Context: an optimization exercise on an open-source flow, tuned for small area and a short achievable clock period. The choices shown serve that exercise and are no tape-out recipe. The RTL was checked by simulation tests, not by an equivalence proof against the original design. Power and IR drop assume default switching activity.

===== config.mk =====
export PLATFORM = sky130hd
export DESIGN_NAME = ula_top
export DESIGN_NICKNAME = ula_top
export VERILOG_FILES = /design/flow/design.v
export SDC_FILE = /design/flow/constraint.sdc
export NUM_CORES = 4
export LEC_CHECK = 0
export CAP_MARGIN = 20
export CORE_MARGIN = 2
export CORE_UTILIZATION = 40
export SETUP_SLACK_MARGIN = 2.5
export SLEW_MARGIN = 20

===== constraint.sdc =====
create_clock -name core_clock -period 5.5 [get_ports {clk}]
set_input_delay 1.1000 -clock core_clock [delete_from_list [all_inputs] [get_ports {clk}]]
set_output_delay 1.1000 -clock core_clock [all_outputs]
set_load 0.01 [all_outputs]

===== design.v =====
module ula (
    input  [31:0] A,        
    input  [31:0] B,        
    input         Cin,      
    input         Fill,     
    input         SelSum,   
    input         SelShr,   
    input         SelShl,   
    input         SelSet,   
    input         SetInv,
    output [31:0] Result
);
    wire [33:0] s    = {1'b0, A, 1'b1} + {1'b0, B, Cin};
    wire [31:0] sum  = s[32:1];
    wire        cout = s[33];
    wire [4:0]  sh = B[4:0];
    wire [31:0] r0 = sh[0] ? {{1{Fill}},  A[31:1]}  : A;
    wire [31:0] r1 = sh[1] ? {{2{Fill}},  r0[31:2]} : r0;
    wire [31:0] r2 = sh[2] ? {{4{Fill}},  r1[31:4]} : r1;
    wire [31:0] r3 = sh[3] ? {{8{Fill}},  r2[31:8]} : r2;
    wire [31:0] shr = sh[4] ? {{16{Fill}}, r3[31:16]} : r3;
    wire [31:0] shl;
    genvar i;
    generate
        for (i = 0; i < 32; i = i + 1) begin : g_rev
            assign shl[i] = shr[31 - i];
        end
    endgenerate
    assign Result = ({32{SelSum}} & sum)
                  | ({32{SelShr}} & shr)
                  | ({32{SelShl}} & shl)
                  | {31'b0, SelSet & (cout ^ SetInv)};
endmodule
module ula_top (
    input         clk,
    input  [31:0] in1,
    input  [31:0] in2,
    input  [4:0]  op,
    output [31:0] result,
    output        zero
);
    reg [3:0] lut;
    reg       rev, lui, bkeep, binv, cin, sel_sum, sel_shr, sel_shl, sel_set,
              set_inv, sra;
    always @(*) begin
        lut = 4'b1100;    
        {rev, lui, bkeep, binv, cin, sel_sum, sel_shr, sel_shl, sel_set,
         set_inv, sra} = 11'b0;
        case (op)
            5'd0, 5'd17: begin lut = 4'b1000; sel_sum = 1'b1; end   
            5'd1, 5'd18: begin lut = 4'b1110; sel_sum = 1'b1; end   
            5'd3, 5'd19: begin lut = 4'b0110; sel_sum = 1'b1; end   
            5'd4:        begin lut = 4'b0001; sel_sum = 1'b1; end   
            5'd2, 5'd16: begin bkeep = 1'b1; sel_sum = 1'b1; end    
            5'd6: begin bkeep = 1'b1; binv = 1'b1; cin = 1'b1; sel_sum = 1'b1; end  
            5'd5, 5'd7, 5'd23, 5'd24: begin                         
                bkeep = 1'b1; binv = 1'b1; cin = 1'b1; sel_set = 1'b1; set_inv = 1'b1;
            end
            5'd20: begin lut = 4'b0110; binv = 1'b1; sel_set = 1'b1; set_inv = 1'b1; end  
            5'd21: begin lut = 4'b0110; binv = 1'b1; sel_set = 1'b1; end  
            5'd8, 5'd11:  begin lut = 4'b0000; rev = 1'b1; bkeep = 1'b1; sel_shl = 1'b1; end  
            5'd9, 5'd12:  begin bkeep = 1'b1; sel_shr = 1'b1; end    
            5'd10, 5'd13: begin bkeep = 1'b1; sel_shr = 1'b1; sra = 1'b1; end  
            5'd14, 5'd26, 5'd27: sel_sum = 1'b1;                     
            5'd25: begin lut = 4'b0000; lui = 1'b1; sel_sum = 1'b1; end  
            default: begin lut = 4'b0000; sel_sum = 1'b1; end        
        endcase
    end
    wire [31:0] a_n, b_n;
    genvar i;
    generate
        for (i = 0; i < 32; i = i + 1) begin : g_prep
            wire l = lut[{in1[i], in2[i]}];
            wire r = rev & in1[31 - i];
            if (i >= 16) begin : g_hi
                assign a_n[i] = l | r | (lui & in2[i - 16]);
            end else begin : g_lo
                assign a_n[i] = l | r;
            end
        end
    endgenerate
    assign b_n = (in2 & {32{bkeep}}) ^ {32{binv}};
    reg [31:0] a_q, b_q;
    reg        cin_q, fill_q, sel_sum_q, sel_shr_q, sel_shl_q, sel_set_q, set_inv_q;
    reg [31:0] result_q;
    wire [31:0] alu_result;
    ula u_ula (
        .A(a_q),
        .B(b_q),
        .Cin(cin_q),
        .Fill(fill_q),
        .SelSum(sel_sum_q),
        .SelShr(sel_shr_q),
        .SelShl(sel_shl_q),
        .SelSet(sel_set_q),
        .SetInv(set_inv_q),
        .Result(alu_result)
    );
    always @(posedge clk) begin
        a_q       <= a_n;
        b_q       <= b_n;
        cin_q     <= cin;
        fill_q    <= sra & in1[31];
        sel_sum_q <= sel_sum;
        sel_shr_q <= sel_shr;
        sel_shl_q <= sel_shl;
        sel_set_q <= sel_set;
        set_inv_q <= set_inv;
        result_q  <= alu_result;
    end
    assign result = result_q;
    assign zero   = ~|result_q;
endmodule

===== flow/run.sh =====
#!/bin/bash
# Own layout flow: the standard flow (standard.sh) with two changes:
#  - synthesis maps the logic with the ABC script in flow/abc.script
#    (registers are mapped by the standard steps, unchanged);
#  - the port buffers are plain buf_1 cells.
# Each tool's output goes to a log file in this folder.
set -euo pipefail
HERE=$(pwd)
# synthesis script: the standard one, with ORFS's synth.tcl calling abc with our script
sed "s#log_cmd abc {\*}\$abc_args#set abc_args [lreplace \$abc_args 1 1 $HERE/flow/abc.script]\n  log_cmd abc {*}\$abc_args#" \
    "$FLOW_HOME/scripts/synth.tcl" > "$HERE/synth_own.tcl"
grep -q "flow/abc.script" "$HERE/synth_own.tcl"
sed "s#source \$::env(SCRIPTS_DIR)/synth.tcl#source $HERE/synth_own.tcl#" synth_recipe.tcl > synth_recipe_own.tcl
grep -q "synth_own.tcl" synth_recipe_own.tcl
export BUFFER_PORTS_ARGS="-buffer_cell sky130_fd_sc_hd__buf_1"
bash standard.sh SYNTH_SCRIPT="$HERE/synth_recipe_own.tcl" finish > standard.log 2>&1

===== flow/abc.script =====
&get -n
&st
&dch
&nf -D 1500
&put
buffer -c
topo
stime -c
upsize -c
dnsize -c

===== standard.sh =====
#!/bin/bash
# synth_recipe.tcl (not shown) runs the flow's synth.tcl, then flattens the netlist and writes it again
# the make line also repeats each setting of config.mk as NAME=value (left out here)
make -C /OpenROAD-flow-scripts/flow DESIGN_CONFIG=/design/flow/config.mk WORK_HOME=/design/flow/orfs CLKGATE_MAP_FILE= SYNTH_SCRIPT=/design/flow/synth_recipe.tcl "${@:-finish}"

==> insert_results.sql, run 1 <==
INSERT INTO impl_metrics (metric_group, metric, value, unit) VALUES
('logic_synthesis', 'seq_area_frac_synth', '25.9', '%'),
('logic_synthesis', 'post_synth_inst_count', '1014', ''),
('sta', 'hold_viol_final', '0', ''),
('sta', 'final_setup_violations', '0', ''),
('sta', 'tightestPinTransition', '0.967', 'ns'),
('clock_network', 'clock_path_buffers', '2', ''),
('route', 'routed_via_density', '5.93', ''),
('worst_setup_path', 'end_kind', 'flop', ''),
('logic_synthesis', 'largest_family_of_logic_cells_by_synthesized_area', 'compound AO/OA/AOI/OAI gates', ''),
('logic_synthesis', 'yosys.area_share.xor_xnor', '7.05', '%'),
('sta', 'layout_setup_ws', '2.66', 'ns'),
('floorplanning', 'initial_utilization', '40.9', '%'),
('logic_synthesis', 'synthesis.nets', '1125', ''),
('logic_synthesis', 'muxShareOfSynthArea', '11.7', '%'),
('final_layout', 'post_route_cells_drive_above_1_share', '7.80', '%'),
('clock_network', 'cts_sinks', '103', ''),
('sta', 'worst_setup_skew_after_layout', '0.0214', 'ns'),
('worst_setup_path', 'required_time_of_the_worst_setup_path', '5.75', 'ns'),
('worst_setup_path', 'worst-setup-path-type', 'flop to flop', ''),
('clock_network', 'htree_num_levels', '3', ''),
('sta', 'finalMaxSlewViolations', '0', ''),
('pwr', 'power.ir.vdd_worst', '146', 'uV'),
('clock_network', 'insertion_delay', '0.37', 'ns'),
('route', 'vias', '8038', ''),
('floorplanning', 'coreArea', '0.0195', 'mm2'),
('clock_network', 'cts-root-buf', 'clkbuf_16', ''),
('global_routing', 'grt_max_degree', '40', ''),
('floorplanning', 'die_h', '145', 'um'),
('floorplanning', 'floorplan.die_area', '0.0210', 'mm2'),
('route', 'drt_pass1_iterations', '5', ''),
('worst_setup_path', 'cp.arrival', '3.10', 'ns'),
('logic_synthesis', 'synth-main-ff-cell', 'dfxtp_1', ''),
('worst_setup_path', 'crit_path_max_fanout', '33', ''),
('sta', 'maxSlewHeadroom', '35.5', '%'),
('logic_synthesis', 'ys_warn_count', '1', ''),
('logic_synthesis', 'synth_adder_area_share', '6.54', '%'),
('clock_network', 'clk_transition_reported_paths', '0.08', 'ns'),
('worst_setup_path', 'startpoint_type', 'flop', ''),
('sta', 'totalNegativeSetupSlack', '0', 'ns'),
('final_layout', 'flow.area_growth_from_synthesis', '11.8', '%'),
('global_routing', 'grt_usage', '25.9', '%'),
('min_path', 'kind_of_path_behind_the_tightest_hold_check', 'flop to flop', ''),
('outcome', 'outcome', 'no timing/DRC/antenna violations', ''),
('place', 'detailedPlacementHpwl', '21.7', 'mm'),
('place', 'io_buffer_count', '102', ''),
('clock_network', 'numCtsBuffers', '9', ''),
('pwr', 'totalPowerFinal', '3.17', 'mW'),
('floorplanning', 'rows', '51', ''),
('route', 'total_routed_wirelength', '27.7', 'mm'),
('final_layout', 'finish.net_count', '1196', ''),
('global_routing', 'grt_pass1_wl', '42.9', 'mm'),
('route', 'avgRoutedWirePerCell', '20.4', 'um'),
('place', 'gp_weighted_congestion', '0.933', ''),
('sta', 'layout_worst_path_cycle_share', '51.7', '%'),
('logic_synthesis', 'compound_gate_fraction_of_synth_area', '29.2', '%'),
('floorplanning', 'io_pins', '103', ''),
('logic_synthesis', 'synth_enable_flop_cells', '0', ''),
('place', 'preCtsSetupSlack', '1.94', 'ns'),
('logic_synthesis', 'avgSynthCellArea', '7.84', 'um2'),
('sta', 'hold-worst-slack', '0.462', 'ns'),
('logic_synthesis', 'yosys_register_bits', '103', ''),
('logic_synthesis', 'synthesis.area', '0.00795', 'mm2'),
('sta', 'max_clock_freq', '352', 'MHz'),
('global_routing', 'grt-ovfl-total', '0', ''),
('route', 'number_of_remaining_drc_errors', '0', ''),
('sta', 'period_minus_slack', '2.84', 'ns'),
('route', 'initialDrtViolationCount', '782', ''),
('final_layout', 'mostFrequentLayoutCell', 'nand2_1', ''),
('logic_synthesis', 'asyncSetResetFlopFracSynth', '0', '%'),
('clock_network', 'clock_tree_from_tritoncts', 'yes', ''),
('job', 'cap_viol_max_count', '0', ''),
('logic_synthesis', 'yosysUniqueCellTypes', '56', ''),
('pwr', 'power.density_cell_area', '357', 'mW/mm2'),
('global_routing', 'number_of_antenna_violations_at_the_first_check_in_global_routing', '0', ''),
('sta', 'rsz0062_at_grt', 'false', ''),
('global_routing', 'grt_pass1_vias', '7409', ''),
('pwr', 'leakagePower', '3.34', 'nW'),
('final_layout', 'antenna_diode_count', '0', ''),
('final_layout', 'most-common-layout-cells', '176 x nand2_1, 100 x dfxtp_1, 99 x buf_1, 89 x nor2_1, 84 x a21oi_1', ''),
('logic_synthesis', 'post_synth_and_or_nand_nor_area_fraction', '15.6', '%'),
('route', 'ant_nets', '0', ''),
('floorplanning', 'width_of_the_die', '145', 'um');
-- worst paths after layout --
path	startpoint	endpoint	slack [ns]	cells after the start
min	sel_set_q	result_q[0]	0.46	2
max	b_q[1]	result_q[0]	2.66	9
min reg2reg	sel_set_q	result_q[0]	0.46	2
max reg2reg	b_q[1]	result_q[0]	2.66	9
-- cells by family (layout without fill, tap and decap cells) --
| group | after synthesis | count (layout) |
|---|---|---|
| flops | 103 | 103 |
| buf+inv | 73 | 149 |
| mux | 59 | 59 |
| fa+ha+maj | 41 | 41 |
| compound gates | 367 | 367 |
| xor+xnor | 64 | 64 |
| simple gates | 307 | 307 |
-- cells in the mapped netlist (all sizes together) (5+ instances only) --
library cell | n | area (um2)
dfxtp | 103 | 2060
mux2 | 9 | 105
mux4 | 26 | 586
mux2i | 24 | 240
xor2 | 24 | 210
a211o | 5 | 43.8
clkbuf | 43 | 161
a221oi | 13 | 114
a21oi | 86 | 434
buf | 15 | 98.8
a31oi | 10 | 62.6
nand2 | 177 | 664
a211oi | 38 | 285
ha | 40 | 500
nand4 | 5 | 31.3
a21o | 10 | 75.1
nor4 | 12 | 75.1
o21ai | 104 | 521
xnor2 | 40 | 350
a22oi | 31 | 233
inv | 15 | 56.3
nor2 | 90 | 338
nand3 | 8 | 40.0
o211ai | 38 | 285
o21a | 7 | 52.6
a21boi | 7 | 52.6
-- registers in the layout (all words and copies together), names as in the netlist --
name,count
sel_set_q,1
a_q,32
sel_sum_q,1
set_inv_q,1
sel_shr_q,1
sel_shl_q,1
fill_q,1
result_q,32
cin_q,1
b_q,32
-- what timing repair did --
action                     CTS  global route
hold buffers                 0             0
setup endpoints to repair   34            44
setup buffers                0             4
resized for setup            5             9
pin swaps                    0             0
-- where the power goes --
group	switching [mW]	total (mW)	internal [mW]
Sequential	0.136	1.04	0.909
Clock	0.329	0.661	0.332
Combinational	0.905	1.47	0.562
Total	1.37	3.17	1.80
-- stage by stage --
stage	instances	util [%]	area [um2]
3_5_place_dp	1335	43.8	8520
3_3_place_gp	1335	43.8	8520
4_1_cts	1351	45.4	8840
5_1_grt	1355	45.7	8890
2_1_floorplan	1014	-	7950
6_report	1355	45.7	8890
-- cell type report --
| type | instances | area [um2] |
|---|---|---|
| clock buffers | 10 | 239 |
| inverters | 15 | 56.3 |
| multi-input cells | 838 | 5610 |
| fillers | 1994 | 10600 |
| well taps | 265 | 332 |
| clock inverters | 6 | 63.8 |
| flip-flops and latches | 103 | 2070 |
| repair buffers | 118 | 523 |
-- worst max-delay path: stages, from the launching register on --
cell and delay (ns):
dfxtp_1 0.33, buf_6 0.29, ha_1 0.37, a21oi_1 0.27, o21ai_0 0.24, a211oi_2 0.37, o21ai_0 0.25, a21oi_1 0.38
xor2_1 0.18, o21ai_1 0.07
-- per-layer routing --
metal / part of all wire [%] / up-vias / global-route usage, %
met5: 0 / - / 0
met3: 7.1 / 55 / 3.62
met4: 4.2 / 0 / 11.8
met1: 47 / 3669 / 37.3
met2: 42 / 426 / 38.2
li1: - / 3888 / -
==> inputs of run 2 (changes only) <==
--- a/config.mk
+++ b/config.mk
@@ -10,3 +10,3 @@
 export CORE_UTILIZATION = 40
-export SETUP_SLACK_MARGIN = 2.5
+export SETUP_SLACK_MARGIN = 2.9
 export SLEW_MARGIN = 20
==> insert_results.sql, run 2 <==
INSERT INTO impl_metrics (metric_group, metric, value, unit) VALUES
('final_layout', 'finish.net_count', '1211', ''),
('clock_network', 'htree_num_levels', '3', ''),
('sta', 'hold-worst-slack', '0.448', 'ns'),
('floorplanning', 'die_h', '145', 'um'),
('worst_setup_path', 'required_time_of_the_worst_setup_path', '5.79', 'ns'),
('clock_network', 'insertion_delay', '0.36', 'ns'),
('logic_synthesis', 'ys_warn_count', '1', ''),
('sta', 'period_minus_slack', '2.56', 'ns'),
('logic_synthesis', 'seq_area_frac_synth', '25.9', '%'),
('pwr', 'leakagePower', '3.49', 'nW'),
('floorplanning', 'initial_utilization', '40.9', '%'),
('route', 'route.met3.wl', '2.25', 'mm'),
('sta', 'tightestPinTransition', '1.12', 'ns'),
('worst_setup_path', 'startpoint_type', 'primary input', ''),
('sta', 'hold_viol_final', '0', ''),
('global_routing', 'grt_pass1_vias', '7393', ''),
('logic_synthesis', 'yosys_register_bits', '103', ''),
('logic_synthesis', 'yosysUniqueCellTypes', '56', ''),
('logic_synthesis', 'avgSynthCellArea', '7.84', 'um2'),
('floorplanning', 'width_of_the_die', '145', 'um'),
('final_layout', 'fin_cells', '1369', ''),
('final_layout', 'antenna_diode_count', '0', ''),
('sta', 'rsz0062_at_grt', 'true', ''),
('pwr', 'power.density_cell_area', '360', 'mW/mm2'),
('global_routing', 'grt_pass1_wl', '43.0', 'mm'),
('final_layout', 'flow.area_growth_from_synthesis', '17.8', '%'),
('logic_synthesis', 'synthMostInstantiatedCell', 'nand2_1', ''),
('sta', 'worst_setup_skew_after_layout', '0.0131', 'ns'),
('place', 'placedInstanceArea', '0.00853', 'mm2'),
('logic_synthesis', 'synthTopCellsByArea', 'dfxtp_1 26%, nand2_1 8.4%, mux4_2 7.4%', ''),
('route', 'ant_nets', '0', ''),
('floorplanning', 'coreArea', '0.0195', 'mm2'),
('worst_setup_path', 'crit_path_max_fanout', '8', ''),
('sta', 'totalNegativeSetupSlack', '0', 'ns'),
('logic_synthesis', 'netlist_top_cells_count', '177 x nand2_1, 103 x dfxtp_1, 90 x nor2_1, 85 x a21oi_1, 63 x o21ai_0', ''),
('sta', 'final_setup_violations', '0', ''),
('outcome', 'outcome', 'no timing/DRC/antenna violations', ''),
('final_layout', 'fillerInstances', '1940', ''),
('min_path', 'kind_of_path_behind_the_tightest_hold_check', 'flop to flop', ''),
('clock_network', 'clock_path_buffers', '2', ''),
('worst_setup_path', 'cp.arrival', '2.85', 'ns'),
('route', 'drt_pass1_iterations', '6', ''),
('job', 'cap_viol_max_count', '0', ''),
('global_routing', 'grt-ovfl-total', '0', ''),
('logic_synthesis', 'asyncSetResetFlopFracSynth', '0', '%'),
('sta', 'maxSlewHeadroom', '25.0', '%'),
('logic_synthesis', 'post_synth_inst_count', '1014', ''),
('route', 'vias', '8133', ''),
('route', 'routed_via_density', '5.94', ''),
('place', 'placedCellCount', '1334', ''),
('final_layout', 'top_regs', 'a_q: 32 flops, b_q: 32 flops, result_q: 32 flops', ''),
('clock_network', 'numCtsBuffers', '9', ''),
('clock_network', 'clk_transition_reported_paths', '0.08', 'ns'),
('worst_setup_path', 'path_common_cell', 'o211ai_1', ''),
('sta', 'finalMaxSlewViolations', '0', ''),
('worst_setup_path', 'critical_path.top_delay_family', 'buffers and inverters', ''),
('global_routing', 'grt_usage', '26.1', '%'),
('global_routing', 'grt_max_degree', '40', ''),
('sta', 'max_clock_freq', '391', 'MHz'),
('final_layout', 'finalInstanceArea', '0.00937', 'mm2'),
('logic_synthesis', 'netlist.top_cell.by_area', 'dfxtp_1', ''),
('global_routing', 'number_of_antenna_violations_at_the_first_check_in_global_routing', '0', ''),
('clock_network', 'clock_tree_from_tritoncts', 'yes', ''),
('route', 'wl_met2', '12.2', 'mm'),
('logic_synthesis', 'synth-main-ff-cell', 'dfxtp_1', ''),
('worst_setup_path', 'timing.critical_path.slowest_cell_delay', '0.41', 'ns'),
('final_layout', 'mostFrequentLayoutCell', 'nand2_1', ''),
('clock_network', 'cts-root-buf', 'clkbuf_16', ''),
('floorplanning', 'rows', '51', ''),
('final_layout', 'most-common-layout-cells', '177 x nand2_1, 99 x dfxtp_1, 96 x buf_1, 88 x nor2_1, 77 x a21oi_1', ''),
('route', 'initialDrtViolationCount', '748', ''),
('floorplanning', 'io_pins', '103', ''),
('worst_setup_path', 'worst-setup-path-type', 'primary input to flop', ''),
('logic_synthesis', 'share_of_yosys_cell_area_claimed_by_the_top_area_cell_type', '25.9', '%'),
('floorplanning', 'floorplan.die_area', '0.0210', 'mm2'),
('place', 'detailedPlacementHpwl', '21.7', 'mm'),
('route', 'total_routed_wirelength', '28.9', 'mm'),
('logic_synthesis', 'synthesis.nets', '1125', ''),
('place', 'gp_weighted_congestion', '0.942', ''),
('final_layout', 'post_route_cells_drive_above_1_share', '12.0', '%'),
('route', 'number_of_remaining_drc_errors', '0', ''),
('worst_setup_path', 'critPathBufInv', '4', ''),
('route', 'met1Wirelength', '12.9', 'mm'),
('clock_network', 'cts-hold-fix-buffers', '0', ''),
('route', 'avgRoutedWirePerCell', '21.1', 'um'),
('pwr', 'power.ir.vdd_worst', '161', 'uV'),
('worst_setup_path', 'crit_slowest_cell', 'or3_1', ''),
('worst_setup_path', 'timing.critical_path.cells', 'clkbuf_4 > clkinvlp_4 > ha_2 > or3_1 > o311ai_1 > a21oi_2 > buf_4 > clkbuf_16 > nand2_1 > o211ai_1 > o211ai_1', ''),
('clock_network', 'cts_sinks', '103', ''),
('sta', 'layout_worst_path_cycle_share', '46.5', '%'),
('route', 'top_layer_used', 'met4', ''),
('place', 'io_buffer_count', '102', ''),
('worst_setup_path', 'end_kind', 'flop', ''),
('logic_synthesis', 'synthesis.area', '0.00795', 'mm2'),
('logic_synthesis', 'synth_enable_flop_cells', '0', '');
==> run 2: metal layers <==
| metal | vias up | track usage [%] |
|---|---|---|
| met5 | - | 0 |
| met4 | 0 | 13.8 |
| met3 | 63 | 3.58 |
| met2 | 434 | 38.1 |
| met1 | 3731 | 37.3 |
| li1 | 3905 | - |
==> run 2: cell type report <==
cell class	instances	area, um2	area share (%)
flip-flops and latches	103	2070	22.1
repair buffers	131	774	8.27
multi-input cells	839	5790	61.9
repair inverters	1	5.00	0.0534
clock buffers	9	225	2.40
inverters	15	63.8	0.681
clock inverters	6	103	1.10
well taps	265	332	3.54
==> run 2: path summary, 6_finish.rpt <==
kind / from / cells after the start / slack (ns) / to
min: sel_set_q / 2 / 0.45 / result_q[0]
max reg2reg: b_q[1] / 9 / 2.94 / result_q[30]
min reg2reg: sel_set_q / 2 / 0.45 / result_q[0]
max: op[0] / 11 / 2.94 / a_q[2]
==> run 2: metrics by stage <==
step	setup WS (ns)	power (mW)	utilization, %
detailed placement	1.75	2.49	43.9
CTS	2.91	3.24	46.3
global placement	1.84	2.49	43.9
global route	2.85	3.55	48.1
floorplan	2.89	2.03	-
finish	2.94	3.37	48.1
==> run 2: repair_timing <==
item,CTS,global route
endpoints found under the setup margin,97,84
pin swaps,2,13
cloned,1,5
resized for setup,32,42
setup buffers,3,11
hold endpoints to repair,0,0
==> run 2: where the power goes <==
part	internal [mW]	leakage (nW)	switching, mW
clock	0.405	0.159	0.316
sequential	0.911	0.865	0.163
combinational	0.632	2.46	0.944
==> run 2: worst reg2reg max path, delay by kind of cell (launching register included) <==
family	cells	cell delay [ns]
compound gates	6	1.24
xor+xnor	1	0.25
fa+ha+maj	1	0.35
buf+inv	1	0.22
flops	1	0.36
==> run 2: cell families after synthesis <==
group,after synthesis,share of synthesized area (%)
compound gates,367,29.2
simple gates,307,15.6
flops,103,25.9
buf+inv,73,3.98
xor+xnor,64,7.05
mux,59,11.7
fa+ha+maj,41,6.54
==> inputs of run 3 (changes only) <==
--- a/config.mk
+++ b/config.mk
@@ -10,2 +10,3 @@
 export CORE_UTILIZATION = 40
+export CTS_BUF_LIST = sky130_fd_sc_hd__clkbuf_8
 export SETUP_SLACK_MARGIN = 2.9
==> insert_results.sql, run 3 <==
INSERT INTO impl_metrics (metric_group, metric, value, unit) VALUES
('final_layout', 'mostFrequentLayoutCell', 'nand2_1', ''),
('route', 'total_routed_wirelength', '28.8', 'mm'),
('final_layout', 'antenna_diode_count', '0', ''),
('route', 'initialDrtViolationCount', '660', ''),
('sta', 'layout_worst_path_cycle_share', '46.8', '%'),
('route', 'top_layer_used', 'met4', ''),
('route', 'wl_met2', '12.3', 'mm'),
('sta', 'worst_setup_skew_after_layout', '0.0197', 'ns'),
('floorplanning', 'initial_utilization', '40.9', '%'),
('sta', 'finalMaxSlewViolations', '0', ''),
('clock_network', 'clk_transition_reported_paths', '0.11', 'ns'),
('sta', 'period_minus_slack', '2.57', 'ns'),
('clock_network', 'numCtsBuffers', '9', ''),
('min_path', 'timing.hold.worst_path_depth', '2', ''),
('global_routing', 'grt_pass1_vias', '7327', ''),
('logic_synthesis', 'muxShareOfSynthArea', '11.7', '%'),
('place', 'gp_weighted_congestion', '0.942', ''),
('final_layout', 'multi_input_gate_area_in_the_final_layout', '0.00581', 'mm2'),
('route', 'number_of_remaining_drc_errors', '0', ''),
('worst_setup_path', 'worst-setup-path-type', 'flop to flop', ''),
('pwr', 'leakagePower', '3.38', 'nW'),
('logic_synthesis', 'synthTopCellsByArea', 'dfxtp_1 26%, nand2_1 8.4%, mux4_2 7.4%', ''),
('final_layout', 'most-common-layout-cells', '177 x nand2_1, 97 x dfxtp_1, 96 x buf_1, 88 x nor2_1, 77 x a21oi_1', ''),
('logic_synthesis', 'share_of_yosys_cell_area_claimed_by_the_top_area_cell_type', '25.9', '%'),
('sta', 'hold_viol_final', '0', ''),
('clock_network', 'clock_path_buffers', '2', ''),
('final_layout', 'flow.area_growth_from_synthesis', '15.0', '%'),
('logic_synthesis', 'ys_warn_count', '1', ''),
('sta', 'maxSlewHeadroom', '25.6', '%'),
('logic_synthesis', 'synth_adder_area_share', '6.54', '%'),
('min_path', 'worst_hold_startpoint', 'sel_set_q', ''),
('sta', 'totalNegativeSetupSlack', '0', 'ns'),
('worst_setup_path', 'required_time_of_the_worst_setup_path', '5.76', 'ns'),
('outcome', 'outcome', 'no timing/DRC/antenna violations', ''),
('place', 'detailedPlacementHpwl', '21.7', 'mm'),
('global_routing', 'number_of_antenna_violations_at_the_first_check_in_global_routing', '0', ''),
('logic_synthesis', 'yosys.area_share.xor_xnor', '7.05', '%'),
('worst_setup_path', 'end_kind', 'flop', ''),
('sta', 'final_setup_violations', '0', ''),
('pwr', 'power.ir.vdd_worst', '130', 'uV'),
('clock_network', 'htree_num_levels', '3', ''),
('sta', 'layout_setup_ws', '2.93', 'ns'),
('logic_synthesis', 'synthMostInstantiatedCell', 'nand2_1', ''),
('route', 'drt_pass1_iterations', '5', ''),
('worst_setup_path', 'cp.arrival', '2.84', 'ns'),
('sta', 'max_clock_freq', '389', 'MHz'),
('final_layout', 'seqCellArea', '0.00207', 'mm2'),
('logic_synthesis', 'synth_enable_flop_cells', '0', ''),
('logic_synthesis', 'netlist.top_cell.by_area', 'dfxtp_1', ''),
('final_layout', 'post_route_cells_drive_above_1_share', '11.6', '%'),
('worst_setup_path', 'crit_path_max_fanout', '34', ''),
('logic_synthesis', 'largest_family_of_logic_cells_by_synthesized_area', 'compound AO/OA/AOI/OAI gates', ''),
('place', 'preCtsSetupSlack', '1.75', 'ns'),
('clock_network', 'insertion_delay', '0.40', 'ns'),
('global_routing', 'grt_max_degree', '40', ''),
('logic_synthesis', 'synthesis.area', '0.00795', 'mm2'),
('worst_setup_path', 'timing.rr.start', 'b_q[3]', ''),
('min_path', 'hold_end', 'result_q[0]', ''),
('logic_synthesis', 'yosysUniqueCellTypes', '56', ''),
('floorplanning', 'floorplan.die_area', '0.0210', 'mm2'),
('pwr', 'power.density_cell_area', '349', 'mW/mm2'),
('final_layout', 'top_regs', 'a_q: 32 flops, b_q: 32 flops, result_q: 32 flops', ''),
('route', 'avgRoutedWirePerCell', '21.2', 'um'),
('final_layout', 'fillerInstances', '1976', ''),
('route', 'route.met3.wl', '2.07', 'mm'),
('pwr', 'totalPowerFinal', '3.19', 'mW'),
('worst_setup_path', 'r2r_setup_slack', '2.93', 'ns'),
('logic_synthesis', 'asyncSetResetFlopFracSynth', '0', '%'),
('final_layout', 'utilization', '47.0', '%'),
('global_routing', 'grt_usage', '25.7', '%'),
('final_layout', 'fin_cells', '1362', ''),
('floorplanning', 'rows', '51', ''),
('worst_setup_path', 'startpoint_type', 'flop', ''),
('clock_network', 'clock_tree_from_tritoncts', 'yes', ''),
('logic_synthesis', 'avgSynthCellArea', '7.84', 'um2'),
('clock_network', 'cts-root-buf', 'clkbuf_8', ''),
('final_layout', 'finish.net_count', '1204', ''),
('logic_synthesis', 'netlist_top_cells_count', '177 x nand2_1, 103 x dfxtp_1, 90 x nor2_1, 85 x a21oi_1, 63 x o21ai_0', ''),
('floorplanning', 'io_pins', '103', ''),
('route', 'met1Wirelength', '13.1', 'mm'),
('place', 'placedCellCount', '1334', ''),
('sta', 'rsz0062_at_grt', 'true', ''),
('min_path', 'kind_of_path_behind_the_tightest_hold_check', 'flop to flop', ''),
('logic_synthesis', 'yosys_register_bits', '103', ''),
('floorplanning', 'die_h', '145', 'um'),
('logic_synthesis', 'seq_area_frac_synth', '25.9', '%'),
('floorplanning', 'width_of_the_die', '145', 'um'),
('sta', 'tightestPinTransition', '1.11', 'ns'),
('logic_synthesis', 'synthesis.nets', '1125', ''),
('logic_synthesis', 'compound_gate_fraction_of_synth_area', '29.2', '%'),
('place', 'io_buffer_count', '102', ''),
('route', 'ant_nets', '0', ''),
('logic_synthesis', 'post_synth_and_or_nand_nor_area_fraction', '15.6', '%'),
('route', 'vias', '8154', ''),
('job', 'cap_viol_max_count', '0', ''),
('route', 'routed_via_density', '5.99', ''),
('floorplanning', 'coreArea', '0.0195', 'mm2'),
('worst_setup_path', 'rr_endpoint', 'result_q[28]', ''),
('logic_synthesis', 'post_synth_inst_count', '1014', ''),
('global_routing', 'grt_pass1_wl', '42.3', 'mm'),
('clock_network', 'cts_sinks', '103', ''),
('worst_setup_path', 'worstRegToRegCells', '9', ''),
('global_routing', 'grt-ovfl-total', '0', ''),
('logic_synthesis', 'synth-main-ff-cell', 'dfxtp_1', '');
==> run 3: cell counts after synthesis <==
Identical to the previous run, type by type.
==> run 3: worst max-delay path by stage <==
stage           start            to  slack, ns
2_1_floorplan   op[3]       b_q[10]       2.89
3_3_place_gp    op[0]       a_q[26]       1.84
3_5_place_dp    op[0]       a_q[26]       1.75
4_1_cts        b_q[1]  result_q[24]       2.90
5_1_grt        b_q[3]  result_q[28]       2.85
6_report       b_q[3]  result_q[28]       2.93
==> run 3: cell type report <==
type,instances,area share (%)
timing repair buffer,123,6.99
clock buffer,9,1.35
sequential,103,22.7
inverter,15,0.698
tap,265,3.62
multi-input combinational,840,63.5
timing repair inverter,1,0.0547
clock inverter,6,1.12
==> run 3: stage by stage <==
step | hold WS, ns | area (um2)
after detailed placement | 0.452 | 8530
final | 0.456 | 9150
after CTS | 0.456 | 8870
after global placement | 0.429 | 8530
after floorplan | 0.418 | 7980
after global routing | 0.490 | 9150
==> run 3: power by group <==
part	internal, mW	switching (mW)
logic	0.613	0.941
clock network	0.262	0.296
registers	0.911	0.165
==> run 3: cells by family (layout without fill, tap and decap cells) <==
kind of cell	after synthesis	in the layout
flip-flops	103	103
buffers and inverters	73	154
AO/OA/AOI/OAI	367	369
AND/OR/NAND/NOR	307	307
adder cells (fa/ha/maj)	41	41
XOR/XNOR	64	64
multiplexers	59	59
==> run 3: critical path, stage by stage (launching register included) <==
cell and delay (ns):
dfxtp_1 0.35, buf_8 0.23, ha_2 0.38, a21oi_2 0.20, o21ai_1 0.15, o211ai_1 0.36, a21oi_1 0.18, a31oi_1 0.22
xor2_1 0.27, o21ai_1 0.08
==> run 3: timing repair <==
item	4_1_cts	5_1_grt
buffers inserted	1	7
gates cloned	0	5
endpoints found under the setup margin	97	84
pin swaps	3	13
hold endpoints to repair	0	0
hold buffers	0	0
gates resized for setup	30	41
==> run 3: per-layer routing <==
| metal | global-route usage (%) | vias up |
|---|---|---|
| met1 | 37.0 | 3778 |
| met3 | 3.46 | 57 |
| li1 | - | 3894 |
| met2 | 37.6 | 425 |
| met4 | 12.7 | 0 |
| met5 | 0 | - |
==> inputs of run 4 (changes only) <==
--- a/config.mk
+++ b/config.mk
@@ -9,3 +9,3 @@
 export CORE_MARGIN = 2
-export CORE_UTILIZATION = 40
+export CORE_UTILIZATION = 70
 export CTS_BUF_LIST = sky130_fd_sc_hd__clkbuf_8
==> insert_results.sql, run 4 <==
INSERT INTO impl_metrics (metric_group, metric, value, unit) VALUES
('outcome', 'outcome', 'no timing/DRC/antenna violations', ''),
('floorplanning', 'coreArea', '0.0110', 'mm2'),
('place', 'gp_weighted_congestion', '1.18', ''),
('global_routing', 'grt-ovfl-total', '0', ''),
('sta', 'hold_viol_final', '0', ''),
('logic_synthesis', 'synthTopCellsByArea', 'dfxtp_1 26%, nand2_1 8.4%, mux4_2 7.4%', ''),
('place', 'placedCellCount', '1208', ''),
('floorplanning', 'initial_utilization', '72.4', '%'),
('logic_synthesis', 'avgSynthCellArea', '7.84', 'um2'),
('floorplanning', 'die_h', '111', 'um'),
('logic_synthesis', 'netlist_top_cells_count', '177 x nand2_1, 103 x dfxtp_1, 90 x nor2_1, 85 x a21oi_1, 63 x o21ai_0', ''),
('route', 'drt_pass1_iterations', '6', ''),
('logic_synthesis', 'synthesis.area', '0.00795', 'mm2'),
('sta', 'hold-worst-slack', '0.474', 'ns'),
('min_path', 'kind_of_path_behind_the_tightest_hold_check', 'flop to flop', ''),
('global_routing', 'grt_pass1_wl', '41.5', 'mm'),
('worst_setup_path', 'required_time_of_the_worst_setup_path', '5.77', 'ns'),
('final_layout', 'fillerInstances', '755', ''),
('clock_network', 'clock_path_buffers', '2', ''),
('final_layout', 'flow.area_growth_from_synthesis', '12.6', '%'),
('place', 'detailedPlacementHpwl', '19.4', 'mm'),
('global_routing', 'grt_usage', '42.8', '%'),
('final_layout', 'antenna_diode_count', '0', ''),
('pwr', 'totalPowerFinal', '3.12', 'mW'),
('final_layout', 'mostFrequentLayoutCell', 'nand2_1', ''),
('sta', 'period_minus_slack', '2.88', 'ns'),
('final_layout', 'finish.net_count', '1205', ''),
('floorplanning', 'rows', '38', ''),
('sta', 'rsz0062_at_grt', 'true', ''),
('logic_synthesis', 'synthesis.nets', '1125', ''),
('route', 'total_routed_wirelength', '27.8', 'mm'),
('clock_network', 'clock_tree_from_tritoncts', 'yes', ''),
('final_layout', 'utilization', '81.5', '%'),
('clock_network', 'numCtsBuffers', '9', ''),
('global_routing', 'grt_pass1_vias', '7740', ''),
('sta', 'worst_setup_skew_after_layout', '0.0150', 'ns'),
('logic_synthesis', 'asyncSetResetFlopFracSynth', '0', '%'),
('clock_network', 'htree_num_levels', '3', ''),
('worst_setup_path', 'crit_path_max_fanout', '33', ''),
('logic_synthesis', 'share_of_yosys_cell_area_claimed_by_the_top_area_cell_type', '25.9', '%'),
('clock_network', 'cts-root-buf', 'clkbuf_8', ''),
('sta', 'maxSlewHeadroom', '22.5', '%'),
('worst_setup_path', 'worst-setup-path-type', 'flop to flop', ''),
('route', 'ant_nets', '0', ''),
('worst_setup_path', 'end_kind', 'flop', ''),
('route', 'vias', '8722', ''),
('job', 'cap_viol_max_count', '0', ''),
('sta', 'totalNegativeSetupSlack', '0', 'ns'),
('route', 'avgRoutedWirePerCell', '22.4', 'um'),
('route', 'number_of_remaining_drc_errors', '0', ''),
('global_routing', 'number_of_antenna_violations_at_the_first_check_in_global_routing', '0', ''),
('logic_synthesis', 'seq_area_frac_synth', '25.9', '%'),
('sta', 'layout_worst_path_cycle_share', '52.4', '%'),
('final_layout', 'post_route_cells_drive_above_1_share', '11.3', '%'),
('logic_synthesis', 'ys_warn_count', '1', ''),
('logic_synthesis', 'synthMostInstantiatedCell', 'nand2_1', ''),
('sta', 'tightestPinTransition', '1.16', 'ns'),
('sta', 'max_clock_freq', '347', 'MHz'),
('logic_synthesis', 'yosysUniqueCellTypes', '56', ''),
('logic_synthesis', 'synth-main-ff-cell', 'dfxtp_1', ''),
('route', 'routed_via_density', '7.04', ''),
('pwr', 'power.ir.vdd_worst', '263', 'uV'),
('sta', 'final_setup_violations', '0', ''),
('clock_network', 'clk_transition_reported_paths', '0.10', 'ns'),
('final_layout', 'most-common-layout-cells', '177 x nand2_1, 100 x dfxtp_1, 97 x buf_1, 87 x nor2_1, 80 x a21oi_1', ''),
('logic_synthesis', 'netlist.top_cell.by_area', 'dfxtp_1', ''),
('clock_network', 'insertion_delay', '0.41', 'ns'),
('worst_setup_path', 'cp.arrival', '3.16', 'ns'),
('final_layout', 'fin_cells', '1239', ''),
('final_layout', 'top_regs', 'a_q: 32 flops, b_q: 32 flops, result_q: 32 flops', ''),
('logic_synthesis', 'post_synth_inst_count', '1014', ''),
('worst_setup_path', 'r2r_setup_slack', '2.62', 'ns'),
('pwr', 'leakagePower', '3.36', 'nW'),
('global_routing', 'grt_max_degree', '40', ''),
('pwr', 'power.density_cell_area', '348', 'mW/mm2'),
('floorplanning', 'floorplan.die_area', '0.0122', 'mm2'),
('sta', 'finalMaxSlewViolations', '0', ''),
('floorplanning', 'io_pins', '103', ''),
('route', 'initialDrtViolationCount', '1250', ''),
('logic_synthesis', 'yosys_register_bits', '103', ''),
('place', 'io_buffer_count', '102', ''),
('clock_network', 'cts_sinks', '103', ''),
('floorplanning', 'width_of_the_die', '111', 'um'),
('logic_synthesis', 'synth_enable_flop_cells', '0', ''),
('worst_setup_path', 'startpoint_type', 'flop', '');
## run 4: through the flow
step	setup slack [ns]	cell area, um2
final	2.62	8950
after global routing	2.52	8950
after CTS	2.90	8760
after detailed placement	1.94	8370
after global placement	1.99	8370
after floorplan	2.89	7980
## run 4: logic make-up after synthesis
kind of cell,after synthesis,share of synthesized area [%]
AOI/OAI and AO/OA,367,29.2
and+or+nand+nor,307,15.6
DFF,103,25.9
buffers and inverters,73,3.98
xor gates and xnor gates,64,7.05
muxes,59,11.7
adders and majority gates,41,6.54
## run 4: final timing paths
path | start | to | depth (start not counted)
max | b_q[1] | result_q[0] | 9
min | sel_set_q | result_q[0] | 2
max reg2reg | b_q[1] | result_q[0] | 9
min reg2reg | sel_set_q | result_q[0] | 2
## run 4: final cells by class
cell class,count,area (um2),share of cell area (%)
multi-input combinational,841,5820,65.0
sequential,103,2070,23.1
timing repair buffer,123,612,6.83
tap,140,175,1.96
clock buffer,9,124,1.38
clock inverter,7,83.8,0.936
inverter,15,63.8,0.713
timing repair inverter,1,5.00,0.0559
## run 4: per-layer routing
layer	vias to the layer above	wire length, um	global-route usage (%)
li1	3909	-	-
met4	0	2240	25.1
met3	182	3330	8.56
met1	3868	10300	55.2
met5	-	0	0
met2	763	11900	66.7
## run 4: timing repair
item	CTS	global route
endpoints found under the setup margin	97	83
buffers inserted	5	6
pin swaps	4	11
gates cloned	2	2
resized for setup	37	37
hold endpoints to repair	0	0
hold buffers	0	0
## run 4: worst max-delay path: stages (launching register included)
cell      delay [ns]
dfxtp_1         0.37
buf_12          0.22
ha_2            0.40
a21oi_4         0.24
o21ai_1         0.18
a211oi_2        0.53
o21ai_2         0.22
a21oi_4         0.29
xor2_1          0.20
o21ai_1         0.09
## run 4: where the power goes
part / switching [mW] / internal, mW / total, mW
registers: 0.151 / 0.910 / 1.06
logic: 0.953 / 0.606 / 1.56
clock network: 0.316 / 0.183 / 0.499
total: 1.42 / 1.70 / 3.12

what the ideal ports hide:
The results above use ideal ports. As a check the final layouts listed here were re-extracted and re-timed, cells and wires unchanged.
Step 1, drivers: a clkbuf_16 drives clk and a buf_2 each remaining input, both assumed.
Step 2, shift: input delay + t, output delay - t, t = (earliest + latest rising clock arrival at the registers) / 2. This alone moves slack from input paths to output paths.
Slacks: ideal / step 1 / step 2; pairs: ideal / step 1.
run | t (ns) | setup WS [ns] | latest minus earliest clock arrival (ns)
run 1 | 0.409 | 2.659 / 2.659 / 2.358 | 0.022 / 0.021
run 2 | 0.405 | 2.942 / 2.945 / 2.560 | 0.015 / 0.014
run 3 | 0.437 | 2.927 / 2.927 / 2.570 | 0.020 / 0.020
run 4 | 0.435 | 2.616 / 2.616 / 2.553 | 0.015 / 0.016
After both steps setup and hold are still met in every run listed. The setup slack of run 2, which loses most, moves by +0.003 ns with the drivers and by -0.382 ns with both steps.
